Context: an optimization exercise on an open-source flow, tuned for small area. The choices shown serve that exercise and are no tape-out recipe. The RTL was checked by simulation tests, not by an equivalence proof against the original design. Power and IR drop assume default switching activity.

File: constraint.sdc
create_clock -name core_clock -period 20.0 [get_ports {clk_50MHz}]
set_input_delay 4.0000 -clock core_clock [delete_from_list [all_inputs] [get_ports {clk_50MHz}]]
set_output_delay 4.0000 -clock core_clock [all_outputs]
set_load 0.01 [all_outputs]
File: design.v
`timescale 1ns/1ps
module baud_rate_generator (
    input  wire clk_50MHz,
    input  wire reset_n,       
    input  wire phase_reset,
    output wire tick
);
    reg [4:0] counter;
    assign tick = counter[4] & counter[3] & counter[1];
    always @(posedge clk_50MHz) begin
        if (!reset_n || phase_reset || tick) counter <= 5'd0;
        else                                  counter <= counter + 5'd1;
    end
endmodule
`timescale 1ns/1ps
module uart_receiver (
    input  wire       clk_50MHz,
    input  wire       reset_n,
    input  wire       rx,
    input  wire       sample_tick,
    output wire       data_ready,
    output wire [7:0] data_out,
    output reg        phase_reset
);
    reg rx_sync0, rx_sync1, rx_prev;
    always @(posedge clk_50MHz) begin
        if (!reset_n) begin
            rx_sync0 <= 1'b1;
            rx_sync1 <= 1'b1;
            rx_prev  <= 1'b1;
        end else begin
            rx_sync0 <= rx;
            rx_sync1 <= rx_sync0;
            rx_prev  <= rx_sync1;
        end
    end
    reg [1:0] state;
    reg [3:0] tick_cnt;
    reg [8:0] sr;
    wire start_edge = (state == 2'd0) & rx_prev & ~rx_sync1;
    wire t7   = sample_tick & (tick_cnt == 4'd7);
    wire t15  = sample_tick & (tick_cnt == 4'd15);
    wire conf = state[0] & t7 & ~rx_sync1;
    assign data_ready = state[1] & sr[0] & t15;
    assign data_out   = sr[8:1];
    always @(posedge clk_50MHz) begin
        if (!reset_n) begin
            state       <= 2'd0;
            phase_reset <= 1'b0;
        end else begin
            phase_reset <= start_edge;
            if (start_edge)               state <= 2'd1;
            else if (state[0] & t7)       state <= rx_sync1 ? 2'd0 : 2'd2;
            else if (data_ready)          state <= 2'd0;
        end
    end
    always @(posedge clk_50MHz) begin
        if (state == 2'd0 || conf) tick_cnt <= 4'd0;
        else if (sample_tick)      tick_cnt <= tick_cnt + 4'd1;
    end
    always @(posedge clk_50MHz) begin
        if (conf)                         sr <= 9'h100;
        else if (state[1] & ~sr[0] & t15) sr <= {rx_sync1, sr[8:1]};
    end
endmodule
`timescale 1ns/1ps
module uart_transmitter (
    input  wire       clk_50MHz,
    input  wire       reset_n,
    input  wire       sample_tick,
    input  wire       tx_start,
    input  wire       load_a,
    input  wire [7:0] data_a,
    input  wire       load_b,
    input  wire [7:0] data_b,
    output reg        tx,
    output wire       tx_busy,
    output reg        tx_done_tick
);
    reg       active;
    reg [3:0] tick_cnt;
    reg [9:0] frame;
    wire bit_end = active & sample_tick & (tick_cnt == 4'd15);
    wire last    = (frame[9:1] == 9'd0);
    assign tx_busy = active | tx_done_tick;
    always @(posedge clk_50MHz or negedge reset_n) begin
        if (!reset_n) begin
            active       <= 1'b0;
            tx           <= 1'b1;
            tx_done_tick <= 1'b0;
        end else begin
            tx           <= ~active | frame[0];
            tx_done_tick <= bit_end & last;
            if (!active)             active <= tx_start;
            else if (bit_end & last) active <= 1'b0;
        end
    end
    always @(posedge clk_50MHz) begin
        if (!active)          tick_cnt <= 4'd0;
        else if (sample_tick) tick_cnt <= tick_cnt + 4'd1;
    end
    always @(posedge clk_50MHz) begin
        if (load_a)       frame <= {1'b1, data_a, 1'b0};
        else if (load_b)  frame <= {1'b1, data_b, 1'b0};
        else if (bit_end) frame <= {1'b0, frame[9:1]};
    end
endmodule
`timescale 1ns/1ps
module nmea_parser (
    input  wire        clk,
    input  wire        rst_n,
    input  wire [7:0]  rx_data,
    input  wire        rx_valid,
    output reg  [7:0]  lat_deg,
    output reg  [12:0] lat_min,
    output reg  [7:0]  lon_deg,
    output reg  [12:0] lon_min,
    output reg         valid_fix
);
    localparam [3:0] READ_LAT = 4'd9, READ_LON = 4'd11, SKIP_EW = 4'd12, DONE = 4'd13;
    reg [3:0] st;
    reg [7:0] expect_ch;
    always @* begin
        case (st)
            4'd0:    expect_ch = 8'h24;   
            4'd1:    expect_ch = 8'h47;   
            4'd2:    expect_ch = 8'h50;   
            4'd3:    expect_ch = 8'h52;   
            4'd4:    expect_ch = 8'h4D;   
            4'd5:    expect_ch = 8'h43;   
            default: expect_ch = 8'h2C;   
        endcase
    end
    wire is_comma = (rx_data == 8'h2C);
    always @(posedge clk) begin
        if (!rst_n || st >= DONE)                   st <= 4'd0;
        else if (rx_valid && rx_data == expect_ch)  st <= st + 4'd1;
    end
    wire       rd = (st == READ_LAT) | (st == READ_LON);
    reg  [7:0] idx;
    always @(posedge clk) begin
        if (!rd)                        idx <= 8'd0;
        else if (rx_valid && !is_comma) idx <= idx + 8'd1;
    end
    reg [3:0] slot_of;
    reg       used;
    always @* begin
        used = 1'b1;
        slot_of = 4'd0;
        if (st[1]) begin
            case (idx[2:0])
                3'd0: slot_of = 4'd6;
                3'd1: slot_of = 4'd7;
                3'd2: slot_of = 4'd8;
                3'd3: slot_of = 4'd9;
                3'd4: slot_of = 4'd10;
                3'd6: slot_of = 4'd11;
                3'd7: slot_of = 4'd12;
                default: used = 1'b0;
            endcase
        end else begin
            case (idx[2:0])
                3'd0: slot_of = 4'd0;
                3'd1: slot_of = 4'd1;
                3'd2: slot_of = 4'd2;
                3'd3: slot_of = 4'd3;
                3'd5: slot_of = 4'd4;
                3'd6: slot_of = 4'd5;
                default: used = 1'b0;
            endcase
        end
    end
    wire req = rd & rx_valid & ~is_comma & (idx[7:3] == 5'd0) & used;
    reg [2:0]   j;       
    reg [3:0]   sl;      
    reg [103:0] ring;
    reg         pend;
    reg [3:0]   wslot;
    always @(posedge clk) begin
        j <= j + 3'd1;
        if (j == 3'd7) sl <= (sl == 4'd12) ? 4'd0 : sl + 4'd1;
    end
    wire ins = pend & (sl == wslot) & (j == 3'd0);
    always @(posedge clk) begin
        if (req) begin
            pend  <= 1'b1;
            wslot <= slot_of;
        end else if (ins) begin
            pend  <= 1'b0;
        end
    end
    always @(posedge clk) begin
        ring <= {ring[0], ring[103:1]};
        if (ins) begin
            ring[103] <= rx_data[0];
            ring[6:0] <= rx_data[7:1];
        end
    end
    reg [3:0] k;         
    reg       act, h;    
    wire ew    = (st == SKIP_EW);
    wire [1:0] grp = (k <= 4'd1) ? 2'd0 : (k <= 4'd5) ? 2'd1 : (k <= 4'd8) ? 2'd2 : 2'd3;
    wire is8   = ~grp[0];
    wire first = (k == 4'd0) | (k == 4'd2) | (k == 4'd6) | (k == 4'd9);
    wire start = ew & ~act & (sl == k) & (j == 3'd0);
    wire run   = act | start;
    wire fin   = run & (is8 ? (j == 3'd7) : (h & j == 3'd4));
    always @(posedge clk) begin
        if (!ew) begin
            k   <= 4'd0;
            act <= 1'b0;
            h   <= 1'b0;
        end else begin
            act <= run & ~fin;
            h   <= run & ~is8 & ~fin & (h | j == 3'd7);
            if (fin) k <= k + 4'd1;
        end
    end
    reg [7:0]  t_ld, t_od;
    reg [12:0] t_lm, t_om;
    reg        d1, d2, d3, c1, c2;
    wire [3:0] p = {h, j};
    reg kx;
    always @* begin
        case (grp)
            2'd0: kx = (p == 4'd3) | (p == 4'd4);                                   
            2'd2: kx = (p == 4'd2) | (p == 4'd3) | (p == 4'd5);                     
            default: kx = (p == 4'd1) | (p == 4'd2) | (p == 4'd3) | (p == 4'd5) |
                          (p == 4'd7) | (p == 4'd8);                                
        endcase
    end
    wire p0 = (p == 4'd0);
    wire g1 = ~p0;
    wire g3 = (p >= 4'd3);
    wire xa = first ? kx : (d1 & g1);
    wire xb = ~first & d3 & g3;
    wire xc = ring[0] & ~h;
    wire s1  = xa ^ xb ^ xc;
    wire k1  = (xa & xb) | (xa & xc) | (xb & xc);
    wire y1  = c1 & g1;
    wire y2  = c2 & g1;
    wire nb  = s1 ^ y1 ^ y2;
    wire k2  = (s1 & y1) | (s1 & y2) | (y1 & y2);
    reg xo;
    always @* begin
        case (grp)
            2'd0: xo = t_ld[0];
            2'd1: xo = t_lm[0];
            2'd2: xo = t_od[0];
            default: xo = t_om[0];
        endcase
    end
    always @(posedge clk) begin
        d1 <= xo;
        d2 <= d1;
        d3 <= d2;
        c1 <= k1;
        c2 <= k2;
    end
    always @(posedge clk) begin
        if (run && grp == 2'd0) t_ld <= {nb, t_ld[7:1]};
        if (run && grp == 2'd1) t_lm <= {nb, t_lm[12:1]};
        if (run && grp == 2'd2) t_od <= {nb, t_od[7:1]};
        if (run && grp == 2'd3) t_om <= {nb, t_om[12:1]};
    end
    always @(posedge clk or negedge rst_n) begin
        if (!rst_n) begin
            lat_deg   <= 8'd0;
            lat_min   <= 13'd0;
            lon_deg   <= 8'd0;
            lon_min   <= 13'd0;
            valid_fix <= 1'b0;
        end else if (st == DONE) begin
            lat_deg   <= t_ld;
            lat_min   <= t_lm;
            lon_deg   <= t_od;
            lon_min   <= t_om;
            valid_fix <= 1'b1;
        end
    end
endmodule
`timescale 1ns/1ps
module uart_top (
    input  wire        clk_50MHz,
    input  wire        reset,     
    input  wire        rx,
    output wire        tx,
    output wire [7:0]  lat_deg,
    output wire [12:0] lat_min,
    output wire [7:0]  lon_deg,
    output wire [12:0] lon_min,
    output wire        valid_fix
);
    wire       tick, phase_reset, rx_done_tick;
    wire [7:0] rx_data_out;
    wire       tx_busy, tx_done_tick;
    reg  [7:0] pending_buffer;
    reg        pending_flag;
    reg        tx_start_d;
    baud_rate_generator BAUD_GEN (
        .clk_50MHz(clk_50MHz), .reset_n(reset), .phase_reset(phase_reset), .tick(tick));
    uart_receiver UART_RX (
        .clk_50MHz(clk_50MHz), .reset_n(reset), .rx(rx), .sample_tick(tick),
        .data_ready(rx_done_tick), .data_out(rx_data_out), .phase_reset(phase_reset));
    wire load_rx   = rx_done_tick & ~tx_busy & ~tx_start_d;
    wire load_pend = ~rx_done_tick & tx_done_tick & pending_flag;
    always @(posedge clk_50MHz or negedge reset) begin
        if (!reset) begin
            pending_flag <= 1'b0;
            tx_start_d   <= 1'b0;
        end else begin
            tx_start_d <= (rx_done_tick & ~tx_busy) | load_pend;
            if (rx_done_tick & tx_busy) pending_flag <= 1'b1;
            else if (load_pend)         pending_flag <= 1'b0;
        end
    end
    always @(posedge clk_50MHz)
        if (rx_done_tick & tx_busy) pending_buffer <= rx_data_out;
    uart_transmitter UART_TX (
        .clk_50MHz(clk_50MHz), .reset_n(reset), .sample_tick(tick), .tx_start(tx_start_d),
        .load_a(load_rx), .data_a(rx_data_out), .load_b(load_pend), .data_b(pending_buffer),
        .tx(tx), .tx_busy(tx_busy), .tx_done_tick(tx_done_tick));
    nmea_parser PARSER (
        .clk(clk_50MHz), .rst_n(reset), .rx_data(rx_data_out), .rx_valid(rx_done_tick),
        .lat_deg(lat_deg), .lat_min(lat_min), .lon_deg(lon_deg), .lon_min(lon_min),
        .valid_fix(valid_fix));
endmodule
File: config.mk
export PLATFORM = sky130hd
export DESIGN_NAME = uart_top
export DESIGN_NICKNAME = uart_top
export VERILOG_FILES = /design/flow/design.v
export SDC_FILE = /design/flow/constraint.sdc
export NUM_CORES = 4
export LEC_CHECK = 0
export CAP_MARGIN = 20
export CORE_MARGIN = 2
export CORE_UTILIZATION = 40
export SLEW_MARGIN = 20
File: run.sh
#!/bin/bash
# synth_recipe.tcl (not shown) runs the flow's synth.tcl, then flattens the netlist and writes it again
# the make line also repeats each setting of config.mk as NAME=value (left out here)
make -C /OpenROAD-flow-scripts/flow DESIGN_CONFIG=/design/flow/config.mk WORK_HOME=/design/flow/orfs CLKGATE_MAP_FILE= SYNTH_SCRIPT=/design/flow/synth_recipe.tcl finish
==> qor.txt <==
Outcome: timing/DRC/antenna clean
Post-synth EDFFs: 66
Largest stage delay on the critical path: 0.52 ns
Largest family of logic cells by synthesized area: simple AND/OR/NAND/NOR gates
Routed Antenna Nets: 0
Primary FF master, synth: dfxtp_1
Port buffer count: 46
CP Max Fanout: 1
Initial Utilization: 0.404
Max Clk Rate: 179 MHz
Power Density: 99.1 nW/µm²
Synth Area in Simple Gates: 0.103
Post-CTS Resized: 0
Post-CTS Setup Inserts: 0
Sink Count: 275
GRT Util Overall: 0.132
Vias in the first global route: 5397
Fill cells: 2040
Setup_tns: 0 ns
Vias: 5418
Share of layout cells above drive strength 1: 0.148
Worst Path Required: 16.00 ns
Post-synth ARST share: 0.175
Worst vdd ir: 0.0480 mV
Core area: 23300 µm²
Synth Area per Inst: 13.2 µm²
Drc violations: 0
Commonest non-fill, non-tap cell in the layout: dfxtp_1
Post-Syn Instances: 714
Sequential element share of the synthesized area: 0.679
Headroom to the max-slew limit: 0.305
Placed Area: 10200 µm²
Post-Syn Nets: 745
Clock Path Buffers: 3
Synth Warn #: 5
Total CTS buffers: 28
H-tree lvl count: 1
#FFs+latches synth: 275
Clock-pin transition on the worst setup and hold timing paths: 0.06 ns
Synth Area in Adders: 0.0387
Clk_skew: 0.0137 ns
Slowest stage cell, crit path: dfstp_2
RD Place Congestion: 0.759
Crit-path leading delay family: flip-flops
Kind of critical path: flop to output port
Post-synthesis cell type count: 60
Initial antenna violation count: 0
Final Hold Fails: 0
Hold Crit Start: PARSER.ring[64]
Routed WL per cell: 14.5 µm
XOR/XNOR share of the synthesized area: 0.0241
Pint: 0.900 mW
Slew of the pin with the lowest slew margin: 1.04 ns
Clock group share of total power: 0.485
Leakage: 4.29 nW
Most frequent cells in the layout: dfxtp_1 (161), edfxtp_1 (66), mux2_2 (51), nor2_1 (50), dfrtp_1 (47)
Worst setup slack after placement: 14.48 ns
Die H: 158 µm
Crit path launch: UART_TX.tx
Row Count: 56
First DRT Iteration DRCs: 342
Proportion of synthesized area in mux cells: 0.0789
Synth Area in Compound Gates: 0.0561
Hold Buf Count CTS: 0
Largest net degree at the start of global routing: 55
Final Util: 0.482
Max-cap violations: 0
Switch share: 0.192
Flop pwr share: 0.511
RSZ-0062 raised after global routing: false
Post-Route WL: 16100 µm
Final instance area: 11200 µm²
WP data arrival: 1.58 ns
Nets: 801
Final setup margin: 14.42 ns
Diode count: 0
Area Growth Syn to Fin: 19.1%
Hold WS: 0.322 ns
Hold Crit Class: flop to flop
Global-route wire length before repair: 26700 µm
Num ports: 47
Crit path launch type: flop
DR pass1 iterations: 5
Die area: 24800 µm²
CP endpoint kind: output port
Pins Over Slew Limit: 0
Final setup vio count: 0
Final Critical Period: 5.58 ns
GRT overflow: 0
Chip width: 158 µm
Worst r2r src: PARSER.k[0]
Crit share post-route: 0.279
Skew-Pair Late Insertion Delay: 0.54 ns
Power share of the combinational group: 0.004
Net Sw Power: 0.214 mW
CTS tree: yes
Netlist Area Pre-Place: 9440 µm²
DP HPWL: 10300 µm
Crit-path cells: clkdlybuf4s50_1
Critical path buffer and inverter count: 1
CTS root buf: clkbuf_16
Via density: 4.88
metrics by stage:
stage               cells  total power, mW
floorplan             714            0.583
global placement     1059            0.585
CTS                  1111             1.13
detailed placement   1059            0.586
finish               1111             1.11
global route         1111             1.15
routing by layer:
metal | vias up | global-route usage | wire length, µm
li1 | 2628 | - | -
met1 | 2633 | 0.181 | 7640
met2 | 124 | 0.210 | 7330
met3 | 33 | 0.0246 | 733
met4 | 0 | 0.0463 | 354
met5 | - | 0 | 0
final timing paths:
| kind | end | slack, ns | cells after the start |
|---|---|---|---|
| worst min register to register | PARSER.ring[63] | 0.32 | 0 |
| worst max register to register | PARSER.t_lm[12] | 16.50 | 8 |
| min in group asynchronous | PARSER.lon_min[3] | 3.58 | 2 |
| worst min-delay path | PARSER.ring[63] | 0.32 | 0 |
| worst max-delay path | tx | 14.42 | 1 |
| max in group asynchronous | pending_flag | 15.92 | 2 |
synth_stat cells, types with 3 or more instances:
master	n	area [µm²]
a21oi_1	22	110
o21ai_0	18	90.1
buf_1	3	11.3
and3_1	5	31.3
nand2b_1	7	43.8
xnor2_1	16	140
inv_1	25	93.8
a31oi_1	4	25.0
xor2_1	10	87.6
nor4_1	7	43.8
or3_1	6	37.5
o31ai_1	4	30.0
edfxtp_1	66	1980
dfrtp_1	47	1180
nor2b_1	14	87.6
nor3_1	18	90.1
nor3b_1	6	45.0
nand4_1	5	31.3
o22ai_1	6	37.5
a211oi_1	3	22.5
or4_1	3	22.5
dfxtp_1	161	3220
mux2_2	51	574
mux2i_1	17	170
ha_1	26	325
nand3_1	13	65.1
nand2_1	37	139
clkbuf_1	18	67.6
nor2_1	50	188
a22oi_1	8	60.1
worst register-to-register path: cells and delay by family, from the launching register on:
| kind | cells | cell delay, ns |
|---|---|---|
| fa+ha+maj | 3 | 1.38 |
| compound gates | 3 | 0.57 |
| buf+inv | 1 | 0.13 |
| simple gates | 1 | 0.69 |
| flops | 1 | 0.46 |
area by class of cell:
class / count / area [µm²] / share of cell area
sequential: 275 / 6410 / 0.570
inverter: 25 / 93.8 / 0.00835
clock buffer: 39 / 835 / 0.0742
tap: 319 / 399 / 0.0355
multi-input combinational: 390 / 2870 / 0.255
clock inverter: 13 / 156 / 0.0139
timing repair buffer: 50 / 485 / 0.0432
cell families (layout without fill, tap and decap cells):
logic type / count (synthesis) / count (layout)
flops: 275 / 275
mux: 68 / 68
buf+inv: 49 / 127
fa+ha+maj: 28 / 28
xor+xnor: 26 / 26
compound gates: 82 / 82
simple gates: 186 / 186
power by group through the flow:
stage	Sequential (mW)	Combinational (mW)	Clock, mW
floorplan	0.581	0.00170	0
global placement	0.581	0.00437	0
detailed placement	0.581	0.00484	0
CTS	0.569	0.00484	0.554
global route	0.569	0.00529	0.577
finish	0.569	0.00459	0.540
state kept, by name, indices dropped and copies added (netlist names), 5 cells and up:
signal and flops:
BAUD_GEN.counter 5, PARSER.idx 8, PARSER.lat_deg 8, PARSER.lat_min 13, PARSER.lon_deg 8, PARSER.lon_min 13
PARSER.ring 104, PARSER.t_ld 8, PARSER.t_lm 13, PARSER.t_od 8, PARSER.t_om 13, UART_RX.sr 9
UART_TX.frame 10, pending_buffer 8

==> afterwards: timing with drivers on the ports <==
Ports are ideal in the flow. The routed layout listed here was re-timed in OpenROAD.
Step 1 sets driving cells, clkbuf_16 on the clock port and buf_2 on the other inputs (assumed; they add their load-dependent delay and slew).
Step 2 moves the port delays by t, midway between the first and last clock arrival at a register: inputs arrive t later, outputs are due t later. That takes back most of the time a late clock gives input paths.
a / b / c = ideal / step 1 / step 2; a / b = the first two.
t (ns): 0.578
slack for setup (ns): 14.422 / 14.378 / 14.515
latest minus earliest clock arrival (ns): 0.014 / 0.014
slew at the worst register clock pin (ns): 0.06 / 0.06
After both steps this run still meets setup and hold. For this run, drivers alone change the setup slack by -0.044 ns; drivers and shift together by +0.093 ns.
